This is an optimization exercise on Yosys and OpenROAD, whose aim is small area, a short achievable clock period and few clock cycles, not a production implementation. The RTL was checked by simulation tests, not by an equivalence proof against the original design.

**flow/run.sh**
```bash
#!/bin/bash
# synth_recipe.tcl (not shown) runs the flow's synth.tcl, then flattens the netlist and writes it again
# the make line also repeats each setting of config.mk as NAME=value (left out here)
make -C /OpenROAD-flow-scripts/flow DESIGN_CONFIG=/design/flow/config.mk WORK_HOME=/design/flow/orfs CLKGATE_MAP_FILE= SYNTH_SCRIPT=/design/flow/synth_recipe.tcl finish
```
**flow/constraint.sdc**
```tcl
create_clock -name core_clock -period 175.0 [get_ports {clk}]
set_input_delay 35.0000 -clock core_clock [delete_from_list [all_inputs] [get_ports {clk}]]
set_output_delay 35.0000 -clock core_clock [all_outputs]
set_load 0.01 [all_outputs]
```
**flow/design.v**
```verilog
module GRF(
    input clk,
    input reset,
    input [4:0] ra1,
    input [4:0] ra2,
    output [31:0] rd1,
    output [31:0] rd2,
    input [4:0] wa,
    input [31:0] wd
);
reg [31:0] r [1:31];
wire [31:0] wdr = reset ? 32'd0 : wd;
genvar g;
generate
    for (g = 1; g < 32; g = g + 1) begin : w
        always @(posedge clk)
            if (reset | (wa == g)) r[g] <= wdr;
    end
endgenerate
assign rd1 = (ra1 == 5'd0) ? 32'd0 : r[ra1];
assign rd2 = (ra2 == 5'd0) ? 32'd0 : r[ra2];
endmodule
module MulDiv #(parameter RM = 8, parameter RD = 4) (
    input clk,
    input reset,
    input start,             
    input [1:0] op,          
    input [31:0] a,
    input [31:0] b,
    input wr,                
    input wsel,              
    output busy,
    output [31:0] hi,
    output [31:0] lo
);
localparam NM = 32 / RM;
localparam ND = 32 / RD;
reg [31:0] hi_r, lo_r;
reg [32:0] cc;       
reg [31:0] dv;       
reg        sgm;      
reg        negq, negr;
reg        mdiv;     
reg [4:0]  cnt;
assign hi = hi_r;
assign lo = lo_r;
assign busy = (cnt != 5'd0);
wire sg = ~op[0];
reg [31:0] ms, ml;
reg [32:0] mc, mu, msum, mcar;
reg [32:0] mx;
integer i;
always @(*) begin
    ms = hi_r; mc = cc; ml = lo_r;
    for (i = 0; i < RM; i = i + 1) begin
        mx = ml[0] ? {sgm & dv[31], dv} : 33'd0;
        if (i == RM - 1 && sgm && cnt == 5'd1)
            mu = {mx[32], ~mx[31:0]};
        else
            mu = {~mx[32], mx[31:0]};
        msum = {1'b0, ms} ^ mc ^ mu;
        mcar = ({1'b0, ms} & mc) | ({1'b0, ms} & mu) | (mc & mu);
        ml = {msum[0], ml[31:1]};
        ms = msum[32:1];
        mc = mcar;
    end
end
wire [31:0] mhi = ms + mc[31:0];
reg [31:0] dr, dq;
reg [32:0] dt;
integer j;
always @(*) begin
    dr = hi_r; dq = lo_r;
    for (j = 0; j < RD; j = j + 1) begin
        dt = {dr, dq[31]} - {1'b0, dv};
        if (!dt[32]) dr = dt[31:0];
        else         dr = {dr[30:0], dq[31]};
        dq = {dq[30:0], ~dt[32]};
    end
end
wire [31:0] dhi = negr ? (~dr + 32'd1) : dr;
wire [31:0] dlo = negq ? (~dq + 32'd1) : dq;
wire [31:0] ua = (sg & a[31]) ? (~a + 32'd1) : a;
wire [31:0] ub = (sg & b[31]) ? (~b + 32'd1) : b;
always @(posedge clk) begin
    if (reset) begin
        cnt  <= 5'd0;
        hi_r <= 32'd0;
        lo_r <= 32'd0;
    end else if (start) begin
        mdiv <= op[1];
        sgm  <= sg;
        negq <= sg & (a[31] ^ b[31]);
        negr <= sg & a[31];
        hi_r <= 32'd0;
        cc   <= {1'b1, sg, 31'd0};
        if (op[1]) begin
            cnt <= ND;
            lo_r <= ua;
            dv <= ub;
        end else begin
            cnt <= NM;
            lo_r <= b;
            dv <= a;
        end
    end else if (cnt != 5'd0) begin
        cnt <= cnt - 5'd1;
        if (mdiv) begin
            hi_r <= (cnt == 5'd1) ? dhi : dr;
            lo_r <= (cnt == 5'd1) ? dlo : dq;
        end else begin
            hi_r <= (cnt == 5'd1) ? mhi : ms;
            lo_r <= ml;
            cc   <= mc;
        end
    end else if (wr) begin
        if (wsel) lo_r <= a;
        else      hi_r <= a;
    end
end
endmodule
module mips(
    input clk,
    input reset,
    input [31:0] i_inst_rdata,
    input [31:0] m_data_rdata,
    output [31:0] i_inst_addr,
    output [31:0] m_data_addr,
    output [31:0] m_data_wdata,
    output [3 :0] m_data_byteen,
    output [31:0] m_inst_addr,
    output w_grf_we,
    output [4:0] w_grf_addr,
    output [31:0] w_grf_wdata,
    output [31:0] w_inst_addr
);
reg rst;
always @(posedge clk) rst <= reset;
reg  [31:0] pc_F;
reg  [31:0] ir_X;
reg  [31:0] pc_X;
wire        stall_X;
wire [31:0] npc_X;
wire [31:0] pc4_F = pc_F + 32'd4;
assign i_inst_addr = pc_F;
always @(posedge clk) begin
    if (rst) begin
        pc_F <= 32'h00003000;
        ir_X <= 32'd0;
        pc_X <= 32'd0;
    end else if (!stall_X) begin
        pc_F <= npc_X;
        ir_X <= i_inst_rdata;
        pc_X <= pc_F;
    end
end
wire [5:0]  op = ir_X[31:26];
wire [5:0]  fn = ir_X[5:0];
wire [4:0]  rs = ir_X[25:21];
wire [4:0]  rt = ir_X[20:16];
wire [4:0]  rd = ir_X[15:11];
wire [15:0] imm = ir_X[15:0];
wire r_type = (op == 6'b000000);
wire i_add   = r_type & (fn == 6'b100000);
wire i_sub   = r_type & (fn == 6'b100010);
wire i_and   = r_type & (fn == 6'b100100);
wire i_or    = r_type & (fn == 6'b100101);
wire i_slt   = r_type & (fn == 6'b101010);
wire i_sltu  = r_type & (fn == 6'b101011);
wire i_jr    = r_type & (fn == 6'b001000);
wire i_mfhi  = r_type & (fn == 6'b010000);
wire i_mthi  = r_type & (fn == 6'b010001);
wire i_mflo  = r_type & (fn == 6'b010010);
wire i_mtlo  = r_type & (fn == 6'b010011);
wire i_mult  = r_type & (fn == 6'b011000);
wire i_multu = r_type & (fn == 6'b011001);
wire i_div   = r_type & (fn == 6'b011010);
wire i_divu  = r_type & (fn == 6'b011011);
wire i_addi  = (op == 6'b001000);
wire i_andi  = (op == 6'b001100);
wire i_ori   = (op == 6'b001101);
wire i_lui   = (op == 6'b001111);
wire i_lb    = (op == 6'b100000);
wire i_lh    = (op == 6'b100001);
wire i_lw    = (op == 6'b100011);
wire i_sb    = (op == 6'b101000);
wire i_sh    = (op == 6'b101001);
wire i_sw    = (op == 6'b101011);
wire i_beq   = (op == 6'b000100);
wire i_bne   = (op == 6'b000101);
wire i_j     = (op == 6'b000010);
wire i_jal   = (op == 6'b000011);
wire is_load  = i_lb | i_lh | i_lw;
wire is_store = i_sb | i_sh | i_sw;
wire is_md    = i_mult | i_multu | i_div | i_divu;
wire is_hilo  = i_mfhi | i_mflo | i_mthi | i_mtlo;
wire alu_r    = i_add | i_sub | i_and | i_or | i_slt | i_sltu;
wire use_rs = alu_r | is_md | i_mthi | i_mtlo | i_jr | i_addi | i_andi | i_ori |
              is_load | is_store | i_beq | i_bne;
wire use_rt = alu_r | is_md | is_store | i_beq | i_bne;
wire wr_rd = alu_r | i_mfhi | i_mflo;
wire wr_rt = i_addi | i_andi | i_ori | i_lui | is_load;
wire [4:0] dst_X = wr_rd ? rd : wr_rt ? rt : i_jal ? 5'd31 : 5'd0;
reg  [31:0] res_M;
reg  [4:0]  dst_M;
reg         load_M;
reg  [31:0] res_W;
reg  [4:0]  dst_W;
wire [31:0] rf_rs, rf_rt;
GRF u_grf (
    .clk(clk), .reset(rst),
    .ra1(rs), .ra2(rt), .rd1(rf_rs), .rd2(rf_rt),
    .wa(dst_W), .wd(res_W)
);
wire fw_m_rs = (dst_M == rs) & (dst_M != 5'd0);
wire fw_m_rt = (dst_M == rt) & (dst_M != 5'd0);
wire fw_w_rs = (dst_W == rs) & (dst_W != 5'd0);
wire fw_w_rt = (dst_W == rt) & (dst_W != 5'd0);
wire [31:0] a_X = fw_m_rs ? res_M : fw_w_rs ? res_W : rf_rs;
wire [31:0] b_X = fw_m_rt ? res_M : fw_w_rt ? res_W : rf_rt;
wire md_busy;
wire st_load = load_M & ((use_rs & fw_m_rs) | (use_rt & fw_m_rt));
wire st_hilo = is_hilo & md_busy;
assign stall_X = st_load | st_hilo;
wire [31:0] sext = {{16{imm[15]}}, imm};
wire [31:0] zext = {16'd0, imm};
wire [31:0] add_b = r_type ? b_X : sext;
wire        do_sub = i_sub | i_slt | i_sltu;
wire [32:0] sum = {1'b0, a_X} + {1'b0, do_sub ? ~add_b : add_b} + {32'd0, do_sub};
wire lt_u = ~sum[32];
wire lt_s = (a_X[31] ^ b_X[31]) ? a_X[31] : sum[31];
wire [31:0] hi_v, lo_v;
reg [31:0] res_X;
always @(*) begin
    case (1'b1)
        i_and:  res_X = a_X & b_X;
        i_andi: res_X = a_X & zext;
        i_or:   res_X = a_X | b_X;
        i_ori:  res_X = a_X | zext;
        i_slt:  res_X = {31'd0, lt_s};
        i_sltu: res_X = {31'd0, lt_u};
        i_lui:  res_X = {imm, 16'd0};
        i_mfhi: res_X = hi_v;
        i_mflo: res_X = lo_v;
        i_jal:  res_X = pc4_F;
        default: res_X = sum[31:0];
    endcase
end
wire eq = (a_X == b_X);
wire taken = (i_beq & eq) | (i_bne & ~eq);
assign npc_X = i_jr ? a_X :
               (i_j | i_jal) ? {pc_F[31:28], ir_X[25:0], 2'b00} :
               taken ? pc_F + {sext[29:0], 2'b00} : pc4_F;
wire [1:0] ba = sum[1:0];
wire [3:0] be_X = i_sw ? 4'b1111 :
                  i_sh ? (ba[1] ? 4'b1100 : 4'b0011) :
                  i_sb ? (4'b0001 << ba) : 4'b0000;
wire [31:0] wd_X = i_sw ? b_X : i_sh ? {2{b_X[15:0]}} : {4{b_X[7:0]}};
MulDiv u_md (
    .clk(clk), .reset(rst),
    .start(is_md & ~stall_X), .op(fn[1:0]),
    .a(a_X), .b(b_X),
    .wr(~stall_X & (i_mthi | i_mtlo)), .wsel(fn[1]),
    .busy(md_busy), .hi(hi_v), .lo(lo_v)
);
reg  [31:0] pc_M;
reg  [3:0]  be_M;
reg  [31:0] wd_M;
reg  [1:0]  lsz_M;    
always @(posedge clk) begin
    if (rst | stall_X) begin
        dst_M  <= 5'd0;
        load_M <= 1'b0;
        be_M   <= 4'd0;
    end else begin
        dst_M  <= dst_X;
        load_M <= is_load;
        be_M   <= be_X;
    end
    res_M <= res_X;
    pc_M  <= pc_X;
    wd_M  <= wd_X;
    lsz_M <= {i_lb, i_lh};
end
assign m_data_addr   = res_M;
assign m_data_wdata  = wd_M;
assign m_data_byteen = be_M;
assign m_inst_addr   = pc_M;
wire [15:0] ld_h = res_M[1] ? m_data_rdata[31:16] : m_data_rdata[15:0];
wire [7:0]  ld_b = res_M[0] ? ld_h[15:8] : ld_h[7:0];
wire [31:0] ld_v = lsz_M[1] ? {{24{ld_b[7]}}, ld_b} :
                   lsz_M[0] ? {{16{ld_h[15]}}, ld_h} : m_data_rdata;
reg [31:0] pc_W;
always @(posedge clk) begin
    if (rst) dst_W <= 5'd0;
    else       dst_W <= dst_M;
    res_W <= load_M ? ld_v : res_M;
    pc_W  <= pc_M;
end
assign w_grf_we    = (dst_W != 5'd0);
assign w_grf_addr  = dst_W;
assign w_grf_wdata = res_W;
assign w_inst_addr = pc_W;
endmodule
```
**flow/config.mk**
```make
export PLATFORM = sky130hd
export DESIGN_NAME = mips
export DESIGN_NICKNAME = mips
export VERILOG_FILES = /design/flow/design.v
export SDC_FILE = /design/flow/constraint.sdc
export NUM_CORES = 4
export LEC_CHECK = 0
export CAP_MARGIN = 20
export CORE_MARGIN = 2
export CORE_UTILIZATION = 45
export PLACE_DENSITY = 0.6
export SLEW_MARGIN = 20
```
==> results.txt, run 1 <==
Outcome: complete, no violations
Clock Latency Late Sink: 880 ps
Netlist cell types: 101
Die H: 444 µm
Count of port buffers added during placement: 267
Final worst-path cycle share: 0.216
CTS Buffer Depth: 3
Post-synth EDFFs: 1061
Unrepaired setup endpoints after global routing: no
Setup CP Type: reg -> out
Layout cells sized above 1: 0.0950
Synthesized cell area: 87100 µm²
Clock root cell: clkbuf_16
Post-CTS Hold Fix Bufs: 0
Setup TNS: 0 ps
Largest net degree at the start of global routing: 102
Die Area: 197000 µm²
Crit path arrival time: 2830 ps
Worst Setup End Kind: output port
FILL cells: 17300
Routability cong.: 1.04
Main flop type after synthesis: edfxtp_1
FF-to-FF path depth: 61
Die Span X: 444 µm
Final nets: 9542
Worst hold slack: 349 ps
DRC viols: 0
GR Overflow Total: 0
Synthesis Warnings: 36
CTS tree: built
Row cnt: 161
Num CTS Buffers: 156
Iteration-0 DRC Markers: 16300
Initial Util: 0.453
Final setup viols: 0
Combinational family with the most area after synthesis: compound AO/OA/AOI/OAI gates
Gr usage total: 0.435
First-pass GRT wire length: 606000 µm
Cells after Synth: 8747
Vias in the first global route: 77800
Min-delay worst type: reg -> reg
DRT Wirelength: 441000 µm
Worst-path clk slew: 70 ps
Most frequent cells in the layout: edfxtp_1 (1061), nand2_1 (839), a22oi_1 (763)
Resized cells post-CTS: 0
CP max FO: 16
Post-Synth Simple-Gate Area: 0.139
Max-Cap Viols: 0
Vias: 82500
Seq/Total Area, Yosys: 0.445
XOR/XNOR share of the synthesized area: 0.0408
Htree depth: 4
Rel. slew slack: 0.0888
Post-CTS Setup Repair Bufs: 0
CTS sink count: 1404
DR pass1 iterations: 10
Mux cell area share after synthesis: 0.0233
Mean Syn Cell Area: 9.95 µm²
Core box area: 192000 µm²
Post-DP HPWL: 285000 µm
Slew @ Worst Pin: 1350 ps
Initial antenna violation count: 37
I/O pin count: 268
Async SR Flop Fraction: 0
Fmax: 0.0264 GHz
Fin. Hold Viols: 0
Max Slew Vio Count: 0
Via/cell ratio: 7.11
Critical Path Source Type: flip-flop
Detail Route Antenna Nets: 0
Complex-gate fraction of the synthesized area: 0.206
Fin Clk Skew: 89.1 ps
Synth Area in Adders: 0.103
Layout area overhead: 14.1%
Multi-input gate area: 45500 µm²
Yosys reg bits: 1404
Period minus WS final: 37830 ps
WHS Path Cells: 0
Crit path required time: 140000 ps
Most common cell after layout, fill and taps aside: edfxtp_1
WL/cell: 38.0 µm
Seq. cell area: 38700 µm²
Net Count, Synth: 9374
[final cells by class]
| type | instances | area share |
|---|---|---|
| multi-input cells | 6359 | 0.458 |
| diodes | 38 | 0.000957 |
| flip-flops and latches | 1404 | 0.390 |
| clock buffers | 191 | 0.0412 |
| clock inverters | 95 | 0.0107 |
| repair buffers | 585 | 0.0516 |
| inverters | 409 | 0.0154 |
| well taps | 2526 | 0.0318 |
[sequential cells by signal, indices dropped and copies added (netlist names), 2 cells and up]
name and cells:
pc_F 32, pc_X 32, res_M 32, u_grf.r 992, u_md.hi_r 32, dst_M 5
u_md.cnt 5, res_W 32, pc_W 32, u_md.cc 33, u_md.lo_r 32, lsz_M 2
wd_M 32, dst_W 5, ir_X 32, u_md.dv 32, pc_M 32, be_M 4
[metrics by stage]
step                      cell area, µm²  cells  setup slack [ps]  utilization
after floorplan                    87100   8747            138600            -
after CTS                          99100  11600            137190        0.515
final                              99400  11600            137170        0.517
after global placement             93900  11300            137480        0.488
after detailed placement           93900  11300            137430        0.488
after global routing               99300  11600            137130        0.516
[path summary, 6_finish.rpt]
kind | slack, ps | to | start
setup / recovery | 137170 | w_grf_we | dst_W[0]$_SDFF_PP0_
hold / removal | 350 | pc_W[16]$_DFF_P_ | pc_M[16]$_DFF_P_
setup reg to reg | 155950 | u_md.hi_r[24]$_SDFFE_PP0P_ | u_md.dv[1]$_DFFE_PP_
hold reg to reg | 350 | pc_W[16]$_DFF_P_ | pc_M[16]$_DFF_P_
[per-layer routing]
layer | part of all wire | track usage
met5 | 0.00038 | 0
met1 | 0.34 | 0.510
met2 | 0.42 | 0.634
met4 | 0.10 | 0.360
met3 | 0.14 | 0.161
[critical path, cell delays in order, from the launching register on]
cell and delay, ps:
dfxtp_1 740, or2_2 390, nor2_1 160, inv_1 80, clkdlybuf4s50_1 590
[kinds of logic (layout without fill, tap and decap cells)]
group / Yosys count / after routing
compound gates: 2673 / 2673
xor+xnor: 405 / 405
fa+ha+maj: 561 / 561
buf+inv: 984 / 1280
flops: 1404 / 1404
mux: 183 / 183
other cells: 0 / 38
simple gates: 2537 / 2537
[synth_stat cells (all sizes together) (38+ instances only)]
library cell	number	area, µm²
nand2	843	3160
xor2	155	1360
nand2b	53	332
nor3	161	806
nor2b	84	526
a221oi	73	646
and2	148	926
dfxtp	343	6870
edfxtp	1061	31900
a21oi	641	3210
a211oi	123	951
a31oi	67	425
o21ai	424	2120
mux2	68	769
nor4	67	419
nor2	589	2210
nand4	145	907
a22oi	763	5730
clkbuf	475	1790
nand3	168	841
ha	298	3730
a222oi	55	551
mux2i	107	1070
o211ai	52	390
a21o	101	758
and3	121	757
or3	38	238
buf	100	407
o21bai	52	390
xnor2	250	2200
fa	263	5270
inv	407	1530
Testbench counts, summed over its fixed seeds: cycles 58,322.
==> inputs of run 2 (changes only) <==
--- a/flow/design.v
+++ b/flow/design.v
@@ -19,4 +19,14 @@
 endgenerate
-assign rd1 = (ra1 == 5'd0) ? 32'd0 : r[ra1];
-assign rd2 = (ra2 == 5'd0) ? 32'd0 : r[ra2];
+reg [31:0] o1, o2;
+integer k;
+always @(*) begin
+    o1 = 32'd0;
+    o2 = 32'd0;
+    for (k = 1; k < 32; k = k + 1) begin
+        o1 = o1 | (r[k] & {32{ra1 == k}});
+        o2 = o2 | (r[k] & {32{ra2 == k}});
+    end
+end
+assign rd1 = o1;
+assign rd2 = o2;
 endmodule
@@ -31,5 +41,8 @@
     input wsel,              
-    output busy,
-    output [31:0] hi,
-    output [31:0] lo
+    output busy,             
+    output [31:0] hs,
+    output [31:0] hc,
+    output [31:0] lo,
+    output negr,
+    output negq
 );
@@ -41,9 +54,23 @@
 reg        sgm;      
-reg        negq, negr;
+reg        negq_r, negr_r;
 reg        mdiv;     
-reg [4:0]  cnt;
-assign hi = hi_r;
-assign lo = lo_r;
-assign busy = (cnt != 5'd0);
+reg [3:0]  cnt;      
 wire sg = ~op[0];
+wire neg_a = op[1] & sg & a[31];
+wire neg_b = op[1] & sg & b[31];
+wire [31:0] ua = neg_a ? (~a + 32'd1) : a;
+wire [31:0] ub = neg_b ? (~b + 32'd1) : b;
+localparam SK = 3 * RD;
+localparam SL = 7 * RD;
+wire skip_l = op[1] & (|ub[31:SL]);
+wire skip   = op[1] & (|ub[31:SK]) & ~skip_l;
+wire        x_div = start ? op[1] : mdiv;
+wire        x_sg  = start ? sg : sgm;
+wire [31:0] x_hi  = start ? (skip_l ? {{(32-SL){1'b0}}, ua[31:32-SL]} :
+                             skip   ? {{(32-SK){1'b0}}, ua[31:32-SK]} : 32'd0) : hi_r;
+wire [31:0] x_lo  = start ? (skip_l ? {ua[31-SL:0], {SL{1'b0}}} :
+                             skip   ? {ua[31-SK:0], {SK{1'b0}}} : ua) : lo_r;
+wire [31:0] x_dv  = start ? ub : dv;
+wire [32:0] x_cc  = start ? {1'b1, sg, 31'd0} : cc;
+wire        x_last = start ? (op[1] ? (skip_l | (ND == 1)) : (NM == 1)) : (cnt == 4'd1);
 reg [31:0] ms, ml;
@@ -53,6 +80,6 @@
 always @(*) begin
-    ms = hi_r; mc = cc; ml = lo_r;
+    ms = x_hi; mc = x_cc; ml = x_lo;
     for (i = 0; i < RM; i = i + 1) begin
-        mx = ml[0] ? {sgm & dv[31], dv} : 33'd0;
-        if (i == RM - 1 && sgm && cnt == 5'd1)
+        mx = ml[0] ? {x_sg & x_dv[31], x_dv} : 33'd0;
+        if (i == RM - 1 && x_sg && x_last)
             mu = {mx[32], ~mx[31:0]};
@@ -67,3 +94,2 @@
 end
-wire [31:0] mhi = ms + mc[31:0];
 reg [31:0] dr, dq;
@@ -72,5 +98,5 @@
 always @(*) begin
-    dr = hi_r; dq = lo_r;
+    dr = x_hi; dq = x_lo;
     for (j = 0; j < RD; j = j + 1) begin
-        dt = {dr, dq[31]} - {1'b0, dv};
+        dt = {dr, dq[31]} - {1'b0, x_dv};
         if (!dt[32]) dr = dt[31:0];
@@ -80,40 +106,47 @@
 end
-wire [31:0] dhi = negr ? (~dr + 32'd1) : dr;
-wire [31:0] dlo = negq ? (~dq + 32'd1) : dq;
-wire [31:0] ua = (sg & a[31]) ? (~a + 32'd1) : a;
-wire [31:0] ub = (sg & b[31]) ? (~b + 32'd1) : b;
+wire run = start | (cnt != 4'd0);
+wire [31:0] hi_nx = x_div ? dr : ms;
+wire [31:0] lo_nx = x_div ? dq : ml;
+wire [32:0] cc_nx = x_div ? 33'd0 : mc;
+wire byp = (cnt == 4'd1);
+assign busy = (cnt > 4'd1);
+assign hs = byp ? hi_nx : hi_r;
+assign hc = byp ? cc_nx[31:0] : cc[31:0];
+assign lo = byp ? lo_nx : lo_r;
+assign negr = negr_r;
+assign negq = negq_r;
 always @(posedge clk) begin
     if (reset) begin
-        cnt  <= 5'd0;
-        hi_r <= 32'd0;
-        lo_r <= 32'd0;
-    end else if (start) begin
-        mdiv <= op[1];
-        sgm  <= sg;
-        negq <= sg & (a[31] ^ b[31]);
-        negr <= sg & a[31];
-        hi_r <= 32'd0;
-        cc   <= {1'b1, sg, 31'd0};
-        if (op[1]) begin
-            cnt <= ND;
-            lo_r <= ua;
-            dv <= ub;
-        end else begin
-            cnt <= NM;
-            lo_r <= b;
-            dv <= a;
+        cnt    <= 4'd0;
+        hi_r   <= 32'd0;
+        lo_r   <= 32'd0;
+        cc     <= 33'd0;
+        negr_r <= 1'b0;
+        negq_r <= 1'b0;
+    end else begin
+        if (start) begin
+            mdiv   <= op[1];
+            sgm    <= sg;
+            negq_r <= neg_a ^ neg_b;
+            negr_r <= neg_a;
+            dv     <= ub;
+            cnt    <= op[1] ? (skip_l ? ND - 8 : skip ? ND - 4 : ND - 1) : (NM - 1);
+        end else if (cnt != 4'd0) begin
+            cnt    <= cnt - 4'd1;
         end
-    end else if (cnt != 5'd0) begin
-        cnt <= cnt - 5'd1;
-        if (mdiv) begin
-            hi_r <= (cnt == 5'd1) ? dhi : dr;
-            lo_r <= (cnt == 5'd1) ? dlo : dq;
-        end else begin
-            hi_r <= (cnt == 5'd1) ? mhi : ms;
-            lo_r <= ml;
-            cc   <= mc;
+        if (run) begin
+            hi_r <= hi_nx;
+            lo_r <= lo_nx;
+            cc   <= cc_nx;
+        end
+        if (wr) begin
+            if (wsel) begin
+                lo_r   <= a;
+                negq_r <= 1'b0;
+            end else begin
+                hi_r   <= a;
+                cc     <= 33'd0;
+                negr_r <= 1'b0;
+            end
         end
-    end else if (wr) begin
-        if (wsel) lo_r <= a;
-        else      hi_r <= a;
     end
@@ -226,8 +259,12 @@
 wire [31:0] zext = {16'd0, imm};
-wire [31:0] add_b = r_type ? b_X : sext;
-wire        do_sub = i_sub | i_slt | i_sltu;
-wire [32:0] sum = {1'b0, a_X} + {1'b0, do_sub ? ~add_b : add_b} + {32'd0, do_sub};
+wire [31:0] md_hs, md_hc, md_lo;
+wire        md_negr, md_negq;
+wire        is_br = i_beq | i_bne;
+wire [31:0] add_a = i_mfhi ? md_hc : i_mflo ? 32'd0 : is_br ? pc_F : a_X;
+wire [31:0] add_b = i_mfhi ? md_hs : i_mflo ? md_lo : is_br ? {sext[29:0], 2'b00} :
+                    r_type ? b_X : sext;
+wire        do_sub = i_mfhi ? md_negr : i_mflo ? md_negq : (i_sub | i_slt | i_sltu);
+wire [32:0] sum = {1'b0, add_a} + {1'b0, do_sub ? ~add_b : add_b} + {32'd0, do_sub};
 wire lt_u = ~sum[32];
 wire lt_s = (a_X[31] ^ b_X[31]) ? a_X[31] : sum[31];
-wire [31:0] hi_v, lo_v;
 reg [31:0] res_X;
@@ -242,4 +279,2 @@
         i_lui:  res_X = {imm, 16'd0};
-        i_mfhi: res_X = hi_v;
-        i_mflo: res_X = lo_v;
         i_jal:  res_X = pc4_F;
@@ -252,3 +287,3 @@
                (i_j | i_jal) ? {pc_F[31:28], ir_X[25:0], 2'b00} :
-               taken ? pc_F + {sext[29:0], 2'b00} : pc4_F;
+               taken ? sum[31:0] : pc4_F;
 wire [1:0] ba = sum[1:0];
@@ -263,3 +298,4 @@
     .wr(~stall_X & (i_mthi | i_mtlo)), .wsel(fn[1]),
-    .busy(md_busy), .hi(hi_v), .lo(lo_v)
+    .busy(md_busy), .hs(md_hs), .hc(md_hc), .lo(md_lo),
+    .negr(md_negr), .negq(md_negq)
 );
@@ -293,5 +329,11 @@
 reg [31:0] pc_W;
+reg        we_W;
 always @(posedge clk) begin
-    if (rst) dst_W <= 5'd0;
-    else       dst_W <= dst_M;
+    if (rst) begin
+        dst_W <= 5'd0;
+        we_W  <= 1'b0;
+    end else begin
+        dst_W <= dst_M;
+        we_W  <= (dst_M != 5'd0);
+    end
     res_W <= load_M ? ld_v : res_M;
@@ -299,3 +341,3 @@
 end
-assign w_grf_we    = (dst_W != 5'd0);
+assign w_grf_we    = we_W;
 assign w_grf_addr  = dst_W;
==> flow/flow/run.sh (new file) <==
#!/bin/bash
# The standard layout (the standard.sh, unchanged synthesis and steps),
# with one difference: the buffers that ORFS puts on every input and output
# port are sky130_fd_sc_hd__buf_2 cells instead of its default choice.
set -euo pipefail
export BUFFER_PORTS_ARGS="-buffer_cell sky130_fd_sc_hd__buf_2"
bash standard.sh > standard_flow.log 2>&1
==> flow/standard.sh (new file) <==
#!/bin/bash
# synth_recipe.tcl (not shown) runs the flow's synth.tcl, then flattens the netlist and writes it again
# the make line also repeats each setting of config.mk as NAME=value (left out here)
make -C /OpenROAD-flow-scripts/flow DESIGN_CONFIG=/design/flow/config.mk WORK_HOME=/design/flow/orfs CLKGATE_MAP_FILE= SYNTH_SCRIPT=/design/flow/synth_recipe.tcl "${@:-finish}"
--- a/flow/config.mk
+++ b/flow/config.mk
@@ -10,2 +10,4 @@
 export CORE_UTILIZATION = 45
+export CTS_CLUSTER_DIAMETER = 80
+export CTS_CLUSTER_SIZE = 20
 export PLACE_DENSITY = 0.6
removed: flow/run.sh
==> results.txt, run 2 <==
Worst setup margin: 137770 ps
Multi-input gate area: 44800 µm²
Most crowded layer after global routing: met2
Buf/Inv on CP: 1
Most frequent cells in the layout: edfxtp_1 (1026), nand2_1 (901), a22oi_1 (588)
Complex-gate fraction of the synthesized area: 0.193
Setup TNS: 0 ps
Synth Area in Adders: 0.0948
Fin. Hold Viols: 0
Num CTS Buffers: 97
Netlist cell types: 101
WL/cell: 41.7 µm
DP Worst Slack: 138450 ps
FILL cells: 17600
Layout area overhead: 10.5%
Combinational family with the most area after synthesis: compound AO/OA/AOI/OAI gates
Clock Latency Late Sink: 850 ps
Outcome: complete, no violations
Seq. cell area: 38400 µm²
Min-delay worst type: reg -> reg
Post-synth EDFFs: 1026
Detail Route Antenna Nets: 0
Fmax: 0.0269 GHz
Rel. slew slack: 0.0941
Net Count, Synth: 9432
Initial Util: 0.453
Synth area leaders: edfxtp_1 (36%), dfxtp_1 (8.8%), fa_1 (6.1%)
Vias: 86400
Post-CTS Hold Fix Bufs: 0
Post-route insts no fill: 11600
Setup CP Type: reg -> out
Resized cells post-CTS: 0
First-pass GRT wire length: 651000 µm
CTS sink count: 1404
Crit path arrival time: 2230 ps
Vias in the first global route: 78900
Post-synth top cells: edfxtp_1 (1026), nand2_1 (919), a22oi_1 (589)
Die Span X: 442 µm
Async SR Flop Fraction: 0
Seq/Total Area, Yosys: 0.445
Share of the synthesized area in the top cell type: 0.357
Crit path largest cell delay: 1100 ps
Cells after Synth: 8869
CTS tree: built
Count of port buffers added during placement: 267
Die Area: 195000 µm²
Clock root cell: clkbuf_16
Htree depth: 3
Slew @ Worst Pin: 1350 ps
Max FFs per register: 992
Routability cong.: 1.06
Reg with most FFs: u_grf.r
GR Overflow Total: 0
Unrepaired setup endpoints after global routing: no
Most common cell after layout, fill and taps aside: edfxtp_1
XOR/XNOR share of the synthesized area: 0.0296
DR pass1 iterations: 10
Main flop type after synthesis: edfxtp_1
Met2 global-route usage: 0.672
Fin Clk Skew: 94.3 ps
Synthesis Warnings: 4
Post-CTS Setup Repair Bufs: 0
Iteration-0 DRC Markers: 18000
Max-Cap Viols: 0
Critical path, cell by cell: buf_2
Placed Cells: 11400
Post-DP HPWL: 314000 µm
Row cnt: 160
Area of placed instances: 91900 µm²
Post-Synth Simple-Gate Area: 0.173
Die H: 442 µm
GR Util met3: 0.212
DRC viols: 0
Crit path required time: 140000 ps
Final setup viols: 0
Synthesized cell area: 86200 µm²
Design Area, Final: 95300 µm²
Met1 usage: 0.544
Initial antenna violation count: 72
Largest net degree at the start of global routing: 143
Yosys reg bits: 1404
Critical path's top delay family: flip-flops
CP max FO: 4
Worst Setup End Kind: output port
Final nets: 9537
Core box area: 190000 µm²
Worst-path clk slew: 90 ps
Max Slew Vio Count: 0
Layout cells sized above 1: 0.116
Area leader, netlist: edfxtp_1
Mean Syn Cell Area: 9.72 µm²
DRT Wirelength: 484000 µm
Final worst-path cycle share: 0.213
Period minus WS final: 37230 ps
Mux cell area share after synthesis: 0.0188
CTS Buffer Depth: 3
Gr usage total: 0.479
Most numerous cell in the Yosys netlist: edfxtp_1
I/O pin count: 268
Via/cell ratio: 7.43
Worst path slowest cell: dfxtp_1
Largest regs: u_grf.r x992, u_md.cc x33
Critical Path Source Type: flip-flop
-- run 2: cell count changes after synthesis, moves of 58 or more --
cell | previous run | this run
nor2_1 | 589 | 531
a22oi_1 | 763 | 589
nand3_1 | 168 | 454
a21oi_1 | 640 | 527
xor2_1 | 155 | 69
and3_1 | 121 | 309
nand2_1 | 843 | 919
ha_1 | 298 | 236
clkbuf_1 | 473 | 540
-- run 2: area by class of cell --
cell class / instances / area share
multi-input combinational: 6442 / 0.470
sequential: 1404 / 0.403
inverter: 380 / 0.0150
tap: 2511 / 0.0330
clock inverter: 45 / 0.00567
clock buffer: 116 / 0.0268
antenna: 72 / 0.00189
timing repair buffer: 649 / 0.0448
-- run 2: cell families after synthesis --
kind of cell,Yosys count
AO/OA/AOI/OAI,2472
XOR/XNOR,291
adder cells (fa/ha/maj),497
buffers and inverters,1023
flip-flops,1404
multiplexers,148
AND/OR/NAND/NOR,3034
-- run 2: final timing paths --
kind,slack [ps],cells after the start,from,endpoint
setup / recovery,137770,1,res_W[3]$_DFF_P_,w_grf_wdata[3]
hold / removal,340,0,pc_M[27]$_DFF_P_,pc_W[27]$_DFF_P_
setup reg to reg,143120,96,ir_X[18]$_SDFFE_PP0N_,res_M[28]$_DFF_P_
hold reg to reg,340,0,pc_M[27]$_DFF_P_,pc_W[27]$_DFF_P_
-- run 2: stage by stage --
step | util | hold slack (ps)
2_1_floorplan | - | 331
6_report | 0.501 | 344
5_1_grt | 0.500 | 355
3_5_place_dp | 0.483 | 334
3_3_place_gp | 0.483 | 330
4_1_cts | 0.499 | 347
-- run 2: layer usage --
layer | routed length [µm] | vias up
met5 | 529 | -
met3 | 74100 | 2878
li1 | - | 33300
met4 | 57500 | 54
met1 | 157000 | 41400
met2 | 195000 | 8708
Testbench counts of run 2, summed over its fixed seeds: cycles 51,300.

## what the ideal ports hide
Ports are ideal in the flow. The routed layouts listed here were re-timed in OpenROAD.
Step 1, drivers: a clkbuf_16 drives clk and a buf_2 each remaining input, both assumed.
Step 2 times the ports against the registers' clock, not the clock port: input delays grow and output delays shrink by t, the midpoint of the rising clock arrivals with the driver on.
Three values: no drivers, after step 1, after step 2; two values: the first two.
| run | t, ns | setup WS [ns] | worst setup path after step 2 | worst slew at a driven data input, ns | cell pins on the clock port's net |
|---|---|---|---|---|---|
| run 1 | 0.922 | 137.172 / 137.081 / 137.340 | input to register | 0.08 | 1 |
| run 2 | 0.901 | 137.773 / 137.674 / 138.329 | input to register | 0.08 | 1 |
After both steps setup and hold are still met in every run listed.
